What follows belongs to an exercise in optimizing a design on an open flow for small area and a short achievable clock period; a production flow would make more cautious choices.
Function was checked by simulation only, so behaviour that the tests miss may differ from the original.

Setup of job 5769:
==> flow/design.v (excerpt) <==
module fft_3_8 #(
 parameter DBW = 8,
 parameter CBW = 3) (
 input                  clk,
 input                  rstx,
 input                  clear,
 input      [  DBW-1:0] din,
 output reg [2*DBW-1:0] dout );
For scale: roughly 190 flip-flops.
Settings: LEC_CHECK=0, CAP_MARGIN=20, CORE_MARGIN=2, CORE_UTILIZATION=40, CTS_CLUSTER_DIAMETER=100, CTS_CLUSTER_SIZE=30, SETUP_SLACK_MARGIN=5, SLEW_MARGIN=20; clock period 9.5 ns.
standard.sh (not shown) runs the stock make flow with config.mk's settings and CLKGATE_MAP_FILE= SYNTH_SCRIPT=/design/flow/synth_recipe.tcl, a recipe that flattens the netlist after the stock synthesis.
==> flow/flow/run.sh <==
#!/bin/bash
set -euo pipefail
MARGIN=${MARGIN:-6.5}
sed -e "s/SETUP_SLACK_MARGIN=[0-9.]*/SETUP_SLACK_MARGIN=$MARGIN/" \
    -e "s/ SLEW_MARGIN=/ BUFFER_PORTS_ARGS='-buffer_cell sky130_fd_sc_hd__buf_2' SLEW_MARGIN=/" \
    standard.sh > margin_flow.sh
bash margin_flow.sh > margin_flow.log 2>&1
Here is what was changed in the inputs of job 995 compared with job 5769.
Settings: PLACE_DENSITY now 0.75, previously not set; CTS_BUF_LIST now sky130_fd_sc_hd__clkbuf_8, previously not set.
Notes after the runs:
Between job 5769 and job 995, the cell count went down. The higher worst slack on hold paths of job 5769 and job 995 is in job 5769. Measured against each other, job 5769 and job 995 differ in worst slew margin relative to its limit, the higher figure coming from job 5769. Job 5769 -> job 995: synthesized netlist cell count delta 0, exact match. Job 5769 has a higher area added between synthesis and finish than job 995. Going from job 5769 to job 995, the total detailed-routing wirelength was found to have gone down by 140 µm. Between job 995 and job 5769, it is job 995 whose non-clock buffer count is lower, by about 15%. Reported for job 5769 and job 995, synthesized area per cell turned out identical to the last digit. Across both runs, logic depth of the worst setup path including buffers was higher for job 995 than for job 5769.
Relative to job 995, the following input files were edited for job 8960:
Settings: PLACE_DENSITY removed (was 0.75); CTS_CLUSTER_SIZE changed from 30 to 20.
--- outcome ---
Reported for job 8960 and job 995, sequential cell count turned out identical to the last digit.
Area occupied by registers of job 8960 is on par with job 995.
Job 8960: PASS, flow complete, no timing, DRC or antenna violations
Of job 8960 and job 995, the run reporting the higher worst-case hold slack was job 8960.
Compared job 8960 vs job 995, and instance count on the critical path is down in job 8960.
Fmax (job 8960 over job 995): increase, about 1.7%
The lower sum of net half-perimeters after detailed placement of job 8960 and job 995 is in job 995.
### job 8960 -> job 7051
Settings: swapping 100 for 80 in CTS_CLUSTER_DIAMETER; clearing CTS_BUF_LIST, which used to be sky130_fd_sc_hd__clkbuf_8; swapping 20 for 30 in CTS_CLUSTER_SIZE.
Results
- On number of buffer and inverter instances along the worst setup path, the higher figure sits with job 8960, not job 7051.
- Shortest period the worst path allows on job 7051 is up relative to job 8960.
- Between job 8960 and job 7051, the number of synthesized register bits figures differ only marginally.
- Lower post-route core utilization was reported by job 8960, not job 7051.
- Comparing job 8960 and job 7051, clock-buffer cell count is lower on job 8960.
Modified inputs, job 9571 compared to job 7051
Settings: setting CTS_BUF_LIST to sky130_fd_sc_hd__clkbuf_8 for the first time; changing CTS_CLUSTER_DIAMETER from 80 to 100.
==> flow/flow/run.sh <==
#!/bin/bash
set -euo pipefail
MARGIN=${MARGIN:-6.75}
sed -e "s/SETUP_SLACK_MARGIN=[0-9.]*/SETUP_SLACK_MARGIN=$MARGIN/" \
    -e "s/ SLEW_MARGIN=/ BUFFER_PORTS_ARGS='-buffer_cell sky130_fd_sc_hd__buf_2' SLEW_MARGIN=/" \
    standard.sh > margin_flow.sh
bash margin_flow.sh > margin_flow.log 2>&1
Findings:
- The setup slack of job 9571 is larger than that of job 7051.
- Job 9571 vs. job 7051: die area comparable, number of iterations in the first detailed-routing pass fell 1.
- In the flow results for job 9571 and job 7051, the global-route usage is smaller on job 7051.
- Reported for job 9571 and job 7051, number of port buffers turned out identical to the last digit.
- The maximum clock frequency of job 9571 is higher than that of job 7051.
- Delta (job 9571 minus job 7051): final cell area excluding filler cells did not really move; final period utilization went down; flip-flop and latch count did not really move.
diff inputs: job 9571 => job 6139
Settings: setting GPL_TIMING_DRIVEN to 0 for the first time.
==> flow/flow/run.sh <==
#!/bin/bash
set -euo pipefail
MARGIN=${MARGIN:-6.5}
sed -e "s/SETUP_SLACK_MARGIN=[0-9.]*/SETUP_SLACK_MARGIN=$MARGIN/" \
    -e "s/ SLEW_MARGIN=/ BUFFER_PORTS_ARGS='-buffer_cell sky130_fd_sc_hd__buf_2' SLEW_MARGIN=/" \
    standard.sh > margin_flow.sh
bash margin_flow.sh > margin_flow.log 2>&1
Notes after the runs:
From job 6139 to job 9571, number of nets with antenna violations after detailed routing did not move at all. Job 6139 vs job 9571, sum of routed wire length over all layers went down by about 2.3%. Job 6139 against job 9571: design area lost 36 µm²; global routing usage on met3 shows an increase of 0.59 points; global-route usage did not really move. Job 6139 completed; timing, DRC and antenna clean.

[port drivers added, routing unchanged]
How much do the figures lean on ideal ports? The routed layouts below were timed once more, with nothing changed but the port constraints.
Step 1 (the two cells are an assumption about what drives the block):
set clk [get_ports {clk}]
set_driving_cell -lib_cell sky130_fd_sc_hd__clkbuf_16 $clk
set_driving_cell -lib_cell sky130_fd_sc_hd__buf_2 [delete_from_list [all_inputs] $clk]
Step 2, shift: input delay + t, output delay - t, t = (earliest + latest rising clock arrival at the registers) / 2. This alone moves slack from input paths to output paths.
Three values: no drivers, after step 1, after step 2; two values: the first two.
run	shift t [ns]	setup slack, ns	worst hold slack (ns)	worst setup path at the end	latest minus earliest clock arrival (ns)
job 5769	0.468	6.586 / 6.586 / 6.586	0.330 / 0.330 / 0.330	register to register	0.017 / 0.016
job 995	0.493	6.591 / 6.591 / 6.566	0.323 / 0.323 / 0.323	input to register	0.010 / 0.010
job 8960	0.502	6.640 / 6.640 / 6.598	0.335 / 0.335 / 0.335	input to register	0.025 / 0.025
job 7051	0.468	6.586 / 6.586 / 6.586	0.330 / 0.330 / 0.330	register to register	0.017 / 0.016
job 9571	0.495	6.667 / 6.657 / 6.583	0.333 / 0.333 / 0.333	input to register	0.019 / 0.020
job 6139	0.504	6.562 / 6.562 / 6.562	0.335 / 0.335 / 0.335	register to register	0.021 / 0.021
After both steps setup and hold are still met in every run listed. For job 9571, which loses most, drivers alone change the setup slack by -0.010 ns; drivers and shift together by -0.084 ns.
